Context: an optimization exercise on an open-source flow, tuned for small area and a short achievable clock period. The choices shown serve that exercise and are no tape-out recipe. In this exercise RTL edits were held to simulation tests only and were not proved equivalent to the original. The clock port is modelled as an ideal driver; clocking choices that lean on that would not hold on a real chip. Power is estimated from default activity; no workload was simulated.

## T
// CPU
module CPU(
input clk,
input reset,
output[15:0]imem_addr,
input[15:0]imem_data,
output dmem_re,
output dmem_we,
output[15:0]dmem_addr,
output[15:0]dmem_wdata,
input[15:0]dmem_rdata,
output wb_en,
output[2:0]wb_reg,
output[15:0]wb_data
);
Size: roughly 100 I/O pins.
clock: 5.0 ns
lec_check: 0
cap_margin: 20
core_margin: 2
core_utilization: 40
setup_slack_margin: 2.9
slew_margin: 20
synth_hierarchical: 1
synth_minimum_keep_size: 0
standard.sh (not shown) runs the stock make flow with config.mk's settings and CLKGATE_MAP_FILE= SYNTH_SCRIPT=/design/flow/synth_recipe.tcl, a recipe that flattens the netlist after the stock synthesis.
==> flow/flow/run.sh <==
#!/bin/bash
# Own layout flow: the standard ORFS flow (standard.sh, standard synthesis) with these changes:
#  - port buffers are sky130 buf_2 cells
#  - CTS with larger sink clusters and no dummy loads
#  - area recovery (flow/area_recover.tcl) after CTS's timing repair (post_cts.tcl, optimistic) and after
#    the global-route step's timing repair (post_grt.tcl): cells are downsized where the
#    worst setup slack stays at or above SETUP_SLACK_MARGIN
# Each step's full output goes to its own log here; ORFS keeps its per-step logs under orfs/logs.
set -euo pipefail
here="$(cd "$(dirname "${BASH_SOURCE[0]}")" && pwd)"
export BUFFER_PORTS_ARGS="-buffer_cell sky130_fd_sc_hd__buf_2"
export CTS_ARGS="-sink_clustering_enable -repair_clock_nets -sink_clustering_size 30 -sink_clustering_max_diameter 80 -dont_use_dummy_load"
export POST_CTS_TCL="$here/post_cts.tcl"
export POST_GLOBAL_ROUTE_TCL="$here/post_grt.tcl"
bash standard.sh synth > synth.log 2>&1
bash standard.sh finish > layout.log 2>&1
==> flow/flow/area_recover.tcl <==
# Area recovery: try each standard cell at a smaller drive strength of the same
# function (same cell name up to the _N suffix), keeping the change only if the
# worst setup slack stays at or above the flow's setup margin (or the slack before
# recovery, if that is lower) and no max slew/capacitance violation appears.
# With est placement or global_routing, parasitics are re-estimated after every change;
# with est none they are not, so the nets of changed cells keep no wire load and the
# pass is optimistic (a later timing repair puts back what is needed).
proc my_area_recover {margin {est placement}} {
  set db [ord::get_db]
  set block [ord::get_db_block]
  set lib_masters {}
  foreach lib [$db getLibs] {
    foreach m [$lib getMasters] { dict set lib_masters [$m getName] $m }
  }
  set dont_use [expr {[info exists ::env(DONT_USE_CELLS)] ? $::env(DONT_USE_CELLS) : {}}]
  set base_slew [sta::max_slew_violation_count]
  set base_cap [sta::max_capacitance_violation_count]
  set ws0 [worst_slack -max]
  set floor [expr {min($margin, $ws0)}]
  set saved 0.0
  set changed 0
  # candidate cells: sized standard cells, not clock buffers or physical cells
  set cands {}
  foreach inst [$block getInsts] {
    set mname [[$inst getMaster] getName]
    if {![regexp {^(sky130_fd_sc_hd__[a-z0-9]+)_([0-9]+)$} $mname -> base drive]} continue
    if {[string match "*clkbuf*" $base] || [string match "*clkinv*" $base] || [string match "*tap*" $base] || [string match "*fill*" $base] || [string match "*decap*" $base]} continue
    if {[$inst isFixed]} continue
    lappend cands [list $inst $base $drive]
  }
  foreach c $cands {
    lassign $c inst base drive
    set cur [$inst getMaster]
    # smaller drives of the same base, smallest first
    set opts {}
    foreach d {0 1 2 4 6 8 12 16} {
      if {$d >= $drive} continue
      set n "${base}_$d"
      if {![dict exists $lib_masters $n]} continue
      if {[lsearch -exact $dont_use $n] >= 0} continue
      set m [dict get $lib_masters $n]
      if {[$m getWidth] >= [$cur getWidth]} continue
      lappend opts $m
    }
    foreach m $opts {
      set old [$inst getMaster]
      set ok [$inst swapMaster $m]
      if {!$ok} continue
      if {$est ne "none"} { estimate_parasitics -$est }
      set ws [worst_slack -max]
      if {$ws >= $floor - 0.001 && [sta::max_slew_violation_count] <= $base_slew && [sta::max_capacitance_violation_count] <= $base_cap} {
        set saved [expr {$saved + ([$old getWidth] - [$m getWidth]) * [$m getHeight] / 1e6}]
        incr changed
        break
      } else {
        $inst swapMaster $old
        if {$est ne "none"} { estimate_parasitics -$est }
      }
    }
  }
  puts "area recovery: $changed cells downsized, [format %.1f $saved] um2 saved, worst slack [worst_slack -max]"
}
==> flow/flow/post_cts.tcl <==
# POST_CTS hook: optimistic area recovery after CTS's timing repair (no re-estimation of
# the changed nets); the global-route step's timing repair then restores what timing needs.
source [file join [file dirname [info script]] area_recover.tcl]
my_area_recover [expr {$::env(SETUP_SLACK_MARGIN) + 0.15}] none
Other scripts of this flow, unchanged in this note and not shown: flow/flow/post_grt.tcl
In summary, T completed successfully, with a layout that passed the timing, DRC and antenna checks.
--- input diff T..R ---
--- a/flow/flow/run.sh
+++ b/flow/flow/run.sh
@@ -3,5 +3,5 @@
 #  - port buffers are sky130 buf_2 cells
 #  - CTS with larger sink clusters and no dummy loads
-#  - area recovery (flow/area_recover.tcl) after CTS's timing repair (post_cts.tcl, optimistic) and after
+#  - area recovery (flow/area_recover.tcl) after CTS's timing repair (post_cts.tcl) and after
 #    the global-route step's timing repair (post_grt.tcl): cells are downsized where the
 #    worst setup slack stays at or above SETUP_SLACK_MARGIN
--- a/flow/flow/area_recover.tcl
+++ b/flow/flow/area_recover.tcl
@@ -3,7 +3,5 @@
 # worst setup slack stays at or above the flow's setup margin (or the slack before
 # recovery, if that is lower) and no max slew/capacitance violation appears.
-# With est placement or global_routing, parasitics are re-estimated after every change;
-# with est none they are not, so the nets of changed cells keep no wire load and the
-# pass is optimistic (a later timing repair puts back what is needed).
+# Parasitics are re-estimated (placement or global_routing) after every change.
 proc my_area_recover {margin {est placement}} {
   set db [ord::get_db]
@@ -20,5 +18,5 @@
   set saved 0.0
   set changed 0
-  # candidate cells: sized standard cells, not clock buffers or physical cells
+  # visit cells from the largest slack down: sort by worst slack on their output pins
   set cands {}
   foreach inst [$block getInsts] {
@@ -47,5 +45,5 @@
       set ok [$inst swapMaster $m]
       if {!$ok} continue
-      if {$est ne "none"} { estimate_parasitics -$est }
+      estimate_parasitics -$est
       set ws [worst_slack -max]
       if {$ws >= $floor - 0.001 && [sta::max_slew_violation_count] <= $base_slew && [sta::max_capacitance_violation_count] <= $base_cap} {
@@ -55,5 +53,5 @@
       } else {
         $inst swapMaster $old
-        if {$est ne "none"} { estimate_parasitics -$est }
+        estimate_parasitics -$est
       }
     }
==> flow/flow/post_cts.tcl <==
# POST_CTS hook: recover area on paths with slack to spare after CTS's timing repair.
source [file join [file dirname [info script]] area_recover.tcl]
my_area_recover $::env(SETUP_SLACK_MARGIN) placement
Results
Every stage of the flow completed for R, and the final layout passed the timing, DRC and antenna checks.
Run comparison: T slowest library cell on the worst path sky130_fd_sc_hd__dfxtp_1; R slowest library cell on the worst path sky130_fd_sc_hd__dfxtp_4
Looking at endpoint of the worst setup timing path, the mem_x[15] result is from R; the wb_data[9] one comes from T.
Delta (R minus T): wire length of the first global-routing pass fell by 260 microns, reported net switching power stayed essentially flat, required time of the worst setup path rose by 1360 ps.
R vs T — part of the cycle the worst path needs rose 0.29 points.
Going from T to R, area growth from synthesis to layout dropped 0.17 points; final area barely changed; post-route total power barely changed; count of flip-flops and latches barely changed.

-- afterwards: timing with drivers on the ports --
The results above use ideal ports. As a check the final layouts listed here were re-extracted and re-timed, cells and wires unchanged. Step 1: set_driving_cell puts a clkbuf_16 on clk and a buf_2 on each other input, an assumption about the parent block. Step 2 times the ports against the registers' clock, not the clock port: input delays grow and output delays shrink by t, the midpoint of the rising clock arrivals with the driver on. Three values: no drivers, after step 1, after step 2; two values: the first two.
run	t, ns	setup slack, ns	latest minus earliest clock arrival (ns)
T	0.537	2.756 / 2.707 / 2.467	0.038 / 0.038
R	0.536	2.742 / 2.737 / 2.415	0.040 / 0.040
After both steps setup and hold are still met in every run listed. For R, which loses most, drivers alone change the setup slack by -0.005 ns; drivers and shift together by -0.327 ns.
